What follows belongs to an exercise in optimizing a design on an open flow for small area, a short achievable clock period and few clock cycles per item; a production flow would make more cautious choices.
In this exercise RTL edits were held to simulation tests only and were not proved equivalent to the original.
Power figures rest on the tool's default switching activity, not on a simulated workload.

== rev 12 ==
==> flow/design.v <==
module adler32(
    input clock,
    input rst_n,
    input size_valid,
    input [31:0] size,
    input data_start,
    input [7:0] data,
    output checksum_valid,
    output [31:0] checksum
);
    reg  [7:0]  d_q;       
    reg         ds_q;      
    reg         fa;        
    reg  [31:0] held;      
    reg         held_ok;   
    reg  [31:0] cnt;       
    reg         active;    
    reg         f2;        
    reg  [15:0] A, B;
    reg         vld;
    wire f1 = active & (cnt == 32'd1);    
    wire [15:0] a_in = fa ? 16'd0 : A;
    wire [8:0]  sl = a_in[7:0] + d_q + fa;
    wire [7:0]  ah1 = a_in[15:8] + 8'd1;
    wire        hff = &a_in[15:8];
    wire        hfe = (a_in[15:8] == 8'hFE);
    wire        lge = &sl[7:4] & |sl[3:0];                   
    wire        ga = sl[8] ? (hff | (hfe & lge)) : (hff & lge);   
    wire [7:0]  la = sl[7:0] + 8'd15;
    wire [15:0] a_nx = ga ? {8'd0, la} : {sl[8] ? ah1 : a_in[15:8], sl[7:0]};
    wire [16:0] xb = B + A;
    wire        nz = |xb[3:0];
    wire        gb = xb[16] | (&xb[15:4] & nz);
    wire [15:0] yb = {xb[15:4] + {11'd0, nz}, xb[3:0] - 4'd1};
    wire [15:0] b_nx = gb ? yb : xb[15:0];
    always @(posedge clock) begin
        d_q  <= f1 ? 8'd0 : data;
        ds_q <= data_start & rst_n;
        fa   <= ds_q;
        if (size_valid)
            held <= size;
        if (!rst_n) begin
            held_ok <= 1'b0;
            active  <= 1'b0;
            f2      <= 1'b0;
            vld     <= 1'b0;
        end else begin
            if (size_valid)
                held_ok <= 1'b1;
            if (ds_q)
                active <= held_ok;
            else if (f1)
                active <= 1'b0;
            f2  <= f1;
            vld <= f2;
        end
        cnt <= ds_q ? held : cnt - 32'd1;
        A <= a_nx;
        B <= fa ? 16'd0 : b_nx;
    end
    assign checksum_valid = vld;
    assign checksum = {B, A};
endmodule
==> flow/config.mk <==
export PLATFORM = sky130hd
export DESIGN_NAME = adler32
export DESIGN_NICKNAME = adler32
export VERILOG_FILES = /design/flow/design.v
export SDC_FILE = /design/flow/constraint.sdc
export NUM_CORES = 4
export LEC_CHECK = 0
export CAP_MARGIN = 20
export CORE_MARGIN = 2
export CORE_UTILIZATION = 40
export CTS_BUF_LIST = sky130_fd_sc_hd__clkbuf_4 sky130_fd_sc_hd__clkbuf_8
export SETUP_SLACK_MARGIN = 4.8
export SLEW_MARGIN = 20
==> flow/constraint.sdc <==
create_clock -name core_clock -period 7.5 [get_ports {clock}]
set_input_delay 1.5000 -clock core_clock [delete_from_list [all_inputs] [get_ports {clock}]]
set_output_delay 1.5000 -clock core_clock [all_outputs]
set_load 0.01 [all_outputs]
standard.sh (not shown) runs the stock make flow with config.mk's settings and CLKGATE_MAP_FILE= SYNTH_SCRIPT=/design/flow/synth_recipe.tcl, a recipe that flattens the netlist after the stock synthesis.
==> flow/flow/run.sh <==
#!/bin/bash
# Standard layout, with plain buffers on the ports.
export BUFFER_PORTS_ARGS="-buffer_cell sky130_fd_sc_hd__buf_2"
bash standard.sh > standard.log 2>&1
Rev 12 did not stop at any stage, and its layout met the timing, design-rule and antenna checks.
Testbench counts of rev 12, summed over its fixed seeds: cycles 572,122, bytes 568,898.
For rev 13, these inputs were changed with respect to rev 12:
Settings: changing SETUP_SLACK_MARGIN from 4.8 to 4.9; setting ABC_AREA to 1 for the first time.
[summary]
Between rev 12 and rev 13, share of cell area taken by muxes after synthesis is higher for rev 12, rev 13 comes in under that. When rev 13 is measured against rev 12, its ratio of final minimum period to clock period turns out 6.1 points lower. Going from rev 12 to rev 13, time the final worst path needs with I/O delays and setup -460 ps; via count +about 13%; combinational power share shrank by 0.4 points. Of rev 12 and rev 13, the run reporting the higher net count of the mapped netlist was rev 13. From rev 12 to rev 13 the numbers moved as follows: combined global-route utilization of all metal layers now sits lower, total half-perimeter wirelength after legalization and detailed placement now sits higher, critical path depth now sits lower. On rev 13: post-route worst hold slack is 13 ps lower than what rev 12 gave.

Setup of run 1:
Starts from the design.v that is shown in full above.
==> flow/config.mk <==
export PLATFORM = sky130hd
export DESIGN_NAME = adler32
export DESIGN_NICKNAME = adler32
export VERILOG_FILES = /design/flow/design.v
export SDC_FILE = /design/flow/constraint.sdc
export NUM_CORES = 4
export LEC_CHECK = 0
export ABC_AREA = 1
export CAP_MARGIN = 20
export CORE_MARGIN = 2
export CORE_UTILIZATION = 50
export CTS_BUF_LIST = sky130_fd_sc_hd__clkbuf_4 sky130_fd_sc_hd__clkbuf_8
export GPL_ROUTABILITY_DRIVEN = 0
export SETUP_SLACK_MARGIN = 4.8
export SLEW_MARGIN = 20
==> flow/constraint.sdc <==
create_clock -name core_clock -period 7.5 [get_ports {clock}]
set_input_delay 1.5000 -clock core_clock [delete_from_list [all_inputs] [get_ports {clock}]]
set_output_delay 1.5000 -clock core_clock [all_outputs]
set_load 0.01 [all_outputs]
Scripts as last shown in full above: flow/flow/run.sh
Testbench counts of run 1, summed over its fixed seeds: cycles 572,122, bytes 568,898.
--- input diff run 1..run 2 ---
# run 1
export LEC_CHECK = 0
export ABC_AREA = 1
export CAP_MARGIN = 20
export CORE_MARGIN = 2
export CORE_UTILIZATION = 50
export CTS_BUF_LIST = sky130_fd_sc_hd__clkbuf_4 sky130_fd_sc_hd__clkbuf_8
export GPL_ROUTABILITY_DRIVEN = 0
export SETUP_SLACK_MARGIN = 4.8
export SLEW_MARGIN = 20
create_clock -name core_clock -period 7.5 [get_ports {clock}]
# run 2
export LEC_CHECK = 0
export CAP_MARGIN = 20
export CORE_MARGIN = 2
export CORE_UTILIZATION = 40
export CTS_BUF_LIST = sky130_fd_sc_hd__clkbuf_4 sky130_fd_sc_hd__clkbuf_8
export SETUP_SLACK_MARGIN = 4.8
export SLEW_MARGIN = 20
create_clock -name core_clock -period 7.5 [get_ports {clock}]
==> flow/flow/run.sh <==
#!/bin/bash
# Standard layout with plain buffers on the ports; synthesis is the standard
# one except that ABC maps the logic with the script in flow/abc.script.
set -o pipefail
export BUFFER_PORTS_ARGS="-buffer_cell sky130_fd_sc_hd__buf_2"
W=$PWD
cp flow/abc.script $W/abc_custom.script
{
  echo "proc abc {args} {"
  echo "  set i [lsearch -exact \$args -script]"
  echo "  if {\$i >= 0} { lset args [expr {\$i + 1}] $W/abc_custom.script }"
  echo "  yosys abc {*}\$args"
  echo "}"
  cat synth_recipe.tcl
} > $W/custom_synth.tcl
sed "s#SYNTH_SCRIPT=[^ ]*#SYNTH_SCRIPT=$W/custom_synth.tcl#" standard.sh > $W/custom_standard.sh
bash $W/custom_standard.sh > standard.log 2>&1
==> flow/flow/abc.script (new file) <==
strash
dch -f
amap
topo
stime -c
buffer -c
upsize -c
dnsize -c
Results
In the tables for run 2 and run 1, via count of the first global-routing pass reads higher with run 1.
Note that the total power recorded for run 2 amounts to 0.904 times the value seen in run 1.
Between run 2 and run 1, the xor/xnor cell area share of the yosys netlist is lower for run 2.
Higher fmax goes to run 1 over run 2.
Of run 2 and run 1, the run reporting the higher share of the cycle needed by the critical path after routing was run 2.
The lower shortest period the worst path allows came out of run 1.
Run 2 and run 1 ended up with nearly the same sequential cell area in the final layout.
Between run 2 and run 1, the relative area change from synthesis to final layout is higher for run 2.
Area after synthesis in run 2 is 12% below run 1.
Run 2 against run 1; wire length on met1 is down by a few percent.
Here is what was changed in the inputs of run 3 compared with run 2.
# run 2
export LEC_CHECK = 0
export CAP_MARGIN = 20
export CORE_MARGIN = 2
export CORE_UTILIZATION = 40
export CTS_BUF_LIST = sky130_fd_sc_hd__clkbuf_4 sky130_fd_sc_hd__clkbuf_8
export SETUP_SLACK_MARGIN = 4.8
export SLEW_MARGIN = 20
create_clock -name core_clock -period 7.5 [get_ports {clock}]
# run 3
export LEC_CHECK = 0
export ABC_AREA = 1
export CAP_MARGIN = 20
export CORE_MARGIN = 2
export CORE_UTILIZATION = 50
export CTS_BUF_LIST = sky130_fd_sc_hd__clkbuf_4 sky130_fd_sc_hd__clkbuf_8
export SETUP_SLACK_MARGIN = 4.8
export SLEW_MARGIN = 20
create_clock -name core_clock -period 7.5 [get_ports {clock}]
==> flow/flow/run.sh <==
#!/bin/bash
# Standard layout, with plain buffers on the ports and without the full and
# half adder cells, so that adders are mapped to plain gates that timing
# repair can restructure and size.
export BUFFER_PORTS_ARGS="-buffer_cell sky130_fd_sc_hd__buf_2"
export DONT_USE_CELLS="sky130_fd_sc_hd__fa_1 sky130_fd_sc_hd__fa_2 sky130_fd_sc_hd__fa_4 sky130_fd_sc_hd__ha_1 sky130_fd_sc_hd__ha_2 sky130_fd_sc_hd__ha_4"
bash standard.sh > standard.log 2>&1
removed: flow/flow/abc.script
Findings:
Critical path depth ended up 16 lower on run 3 than on run 2.
Final weighted congestion in routability-driven placement (run 3 over run 2): increase, 0.052
Changes observed in run 3 relative to run 2: number of placed instances with taps included went up; final wirelength lost 9.9%; power share of the combinational group picked up an extra 5.1 points.

== job 8222 ==
// adler32: RTL as listed in full above, without the edits since
Settings: LEC_CHECK=0, ABC_AREA=1, CAP_MARGIN=20, CORE_MARGIN=2, CORE_UTILIZATION=40, SETUP_SLACK_MARGIN=4.8, SLEW_MARGIN=20; clock period 7.5 ns.
==> flow/flow/run.sh <==
#!/bin/bash
# Standard layout, with plain buffers on the ports.
export BUFFER_PORTS_ARGS="-buffer_cell sky130_fd_sc_hd__buf_2"
bash standard.sh > standard.log 2>&1
Testbench counts of job 8222, summed over its fixed seeds: cycles 572,122, bytes 568,898.
### job 8222 -> job 2927
==> flow/flow/run.sh <==
#!/bin/bash
# Standard layout with plain buffers on the ports; synthesis is the standard
# one except that ABC maps the logic with the script in flow/abc.script.
set -o pipefail
export BUFFER_PORTS_ARGS="-buffer_cell sky130_fd_sc_hd__buf_2"
W=$PWD
cp flow/abc.script $W/abc_custom.script
{
  echo "proc abc {args} {"
  echo "  set i [lsearch -exact \$args -script]"
  echo "  if {\$i >= 0} { lset args [expr {\$i + 1}] $W/abc_custom.script }"
  echo "  yosys abc {*}\$args"
  echo "}"
  cat synth_recipe.tcl
} > $W/custom_synth.tcl
sed "s#SYNTH_SCRIPT=[^ ]*#SYNTH_SCRIPT=$W/custom_synth.tcl#" standard.sh > $W/custom_standard.sh
bash $W/custom_standard.sh > standard.log 2>&1
==> flow/flow/abc.script (new file) <==
strash
&get -n
&fraig -x
&put
scorr
dc2
strash
&get -n
&dch -f
&nf
&put
topo
stime -c
buffer -c
upsize -c
dnsize -c
diff --git a/flow/config.mk b/flow/config.mk
--- a/flow/config.mk
+++ b/flow/config.mk
@@ -8 +7,0 @@
-export ABC_AREA = 1
@@ -11,0 +11 @@
+export CTS_BUF_LIST = sky130_fd_sc_hd__clkbuf_4 sky130_fd_sc_hd__clkbuf_8
## What came out
- Job 8222 ended up with sky130_fd_sc_hd__nand2_1 as its most common cell after layout, fill and taps aside; job 2927 ended up with sky130_fd_sc_hd__buf_2.
- Job 2927 vs. job 8222: maximum fanout count along the critical path higher; setup slack saw a decrease; combinational group share of total power now smaller; area used by multi-input combinational logic fell by 13%.
Input changes introduced in job 9652 (baseline for comparison: job 2927):
==> flow/flow/run.sh <==
#!/bin/bash
# Standard layout, with plain buffers on the ports and without the full and
# half adder cells, so that adders are mapped to plain gates that timing
# repair can restructure and size.
export BUFFER_PORTS_ARGS="-buffer_cell sky130_fd_sc_hd__buf_2"
export DONT_USE_CELLS="sky130_fd_sc_hd__fa_1 sky130_fd_sc_hd__fa_2 sky130_fd_sc_hd__fa_4 sky130_fd_sc_hd__ha_1 sky130_fd_sc_hd__ha_2 sky130_fd_sc_hd__ha_4"
bash standard.sh > standard.log 2>&1
diff --git a/flow/config.mk b/flow/config.mk
--- a/flow/config.mk
+++ b/flow/config.mk
@@ -7,0 +8 @@
+export ABC_AREA = 1
@@ -10 +11 @@
-export CORE_UTILIZATION = 40
+export CORE_UTILIZATION = 50
@@ -12 +13 @@
-export SETUP_SLACK_MARGIN = 4.8
+export SETUP_SLACK_MARGIN = 5
removed: flow/flow/abc.script
--- outcome ---
Summary of job 9652 over job 2927: area of all placed cells without fillers picked up an extra 1100 µm², slew at the pin closest to its max-slew limit lost 0.18 ns, combinational power share picked up an extra 13 points, non-clock buffer count lost 1, global-route wire length before repair picked up an extra 36%. Per the comparison of job 9652 with job 2927, number of non-filler instances in the completed layout went up by 39%; power picked up an extra 830 µW.
For job 769, these inputs were changed with respect to job 9652:
==> flow/flow/run.sh <==
#!/bin/bash
# Standard layout, with plain buffers on the ports.
export BUFFER_PORTS_ARGS="-buffer_cell sky130_fd_sc_hd__buf_2"
bash standard.sh > standard.log 2>&1
diff --git a/flow/config.mk b/flow/config.mk
--- a/flow/config.mk
+++ b/flow/config.mk
@@ -11 +11 @@
-export CORE_UTILIZATION = 50
+export CORE_UTILIZATION = 40
### Flow results
Job 769 against job 9652: share of layout cells above drive strength 1 has decreased, final worst hold slack has increased.
Worst setup slack in job 769 is 0.076 ns higher than in job 9652
When the final numbers for job 9652 and job 769 were put side by side, the register share of total power turned out to be greater in job 769.
Changes in job 4885 relative to job 769:
==> flow/flow/run.sh <==
#!/bin/bash
# Standard layout, with two changes to how it is made:
#  - plain buffers (buf_2) on the ports;
#  - the full and half adder cells are added to the don't-use list, so that
#    synthesis maps adders to plain gates (faster after timing repair).
set -o pipefail
export BUFFER_PORTS_ARGS="-buffer_cell sky130_fd_sc_hd__buf_2"
BASE=$(make -s -C "$FLOW_HOME" DESIGN_CONFIG="$PWD/config.mk" WORK_HOME="$PWD/orfs" print-DONT_USE_CELLS 2>/dev/null | sed -n 's/^DONT_USE_CELLS: //p')
DU="$BASE sky130_fd_sc_hd__fa_1 sky130_fd_sc_hd__fa_2 sky130_fd_sc_hd__fa_4 sky130_fd_sc_hd__ha_1 sky130_fd_sc_hd__ha_2 sky130_fd_sc_hd__ha_4"
bash standard.sh "DONT_USE_CELLS=$DU" finish > standard.log 2>&1
diff --git a/flow/config.mk b/flow/config.mk
--- a/flow/config.mk
+++ b/flow/config.mk
@@ -11 +11 @@
-export CORE_UTILIZATION = 40
+export CORE_UTILIZATION = 50
@@ -13 +13 @@
-export SETUP_SLACK_MARGIN = 5
+export SETUP_SLACK_MARGIN = 4.8
### Flow results
- Compared with job 769, job 4885 shows a lower total power.
- The met2 track utilization from global routing in job 4885 sits 10 points above the value recorded for job 769.
- On maximum achievable frequency: job 4885 sits below job 769.
- Job 4885 drops more vias than job 769.
- When the final numbers for job 769 and job 4885 were put side by side, the post-route non-filler standard cell count turned out to be smaller in job 4885.
- Number of nets in the layout essentially unchanged between job 769 and job 4885.
- Lower maximum VDD drop goes to job 4885 over job 769.
- Job 4885 vs job 769: number of cell instances on the worst register-to-register path up
- The cell count after placement of job 4885 is higher than that of job 769.
Inputs modified between job 4885 and job 7333:
==> flow/flow/run.sh <==
#!/bin/bash
# Standard layout, with plain buffers on the ports.
export BUFFER_PORTS_ARGS="-buffer_cell sky130_fd_sc_hd__buf_2"
bash standard.sh > standard.log 2>&1
diff --git a/flow/config.mk b/flow/config.mk
--- a/flow/config.mk
+++ b/flow/config.mk
@@ -11 +11 @@
-export CORE_UTILIZATION = 50
+export CORE_UTILIZATION = 40
[summary]
Comparing job 4885 against job 7333, there is no change at all in number of synthesized flops with an enable pin.
Run comparison: job 4885 beginning of the critical path A[2]$_DFF_P_; job 7333 beginning of the critical path A[7]$_DFF_P_
[compare] base=job 4885 new=job 7333: worst hold slack saw a decrease, die area grew by 25%, endpoint arrival time on the critical path increased by 0.03 ns relative to the old numbers, number of max-capacitance violations reported saw little to no change, core utilization went down.
Number of fill cells in the layout went up by more than a quarter going from job 4885 to job 7333.
NOTE design area job 4885->job 7333 increased by a little under 10%
Job 4885 -> job 7333: total wire length decreased by a few percent
As far as number of hold violations in the final report goes, job 4885 and job 7333 are indistinguishable; the numbers are identical.

re-timing with driven ports:
Ports are ideal in the flow. The routed layouts listed here were re-timed in OpenROAD.
Step 1, drivers: a clkbuf_16 drives clock and a buf_2 each remaining input, both assumed.
Step 2 times the ports against the registers' clock, not the clock port: input delays grow and output delays shrink by t, the midpoint of the rising clock arrivals with the driver on.
a / b / c = no drivers / after step 1 / after step 2; a / b = the first two.
run | t, ns | setup WS [ns] | worst setup path at the end
rev 12 | 0.420 | 4.458 / 4.458 / 4.458 | register to register
rev 13 | 0.423 | 4.915 / 4.883 / 4.944 | register to register
run 1 | 0.419 | 4.896 / 4.896 / 4.896 | register to register
run 2 | 0.434 | 4.150 / 4.150 / 4.150 | register to register
run 3 | 0.421 | 4.909 / 4.875 / 4.924 | register to register
job 8222 | 0.397 | 4.936 / 4.896 / 4.937 | register to register
job 2927 | 0.412 | 3.849 / 3.849 / 3.849 | register to register
job 9652 | 0.415 | 4.873 / 4.873 / 4.873 | register to register
job 769 | 0.423 | 4.948 / 4.948 / 4.948 | register to register
job 4885 | 0.396 | 4.928 / 4.894 / 5.000 | register to register
job 7333 | 0.420 | 4.905 / 4.869 / 4.922 | register to register
After both steps every run listed still meets setup and hold.
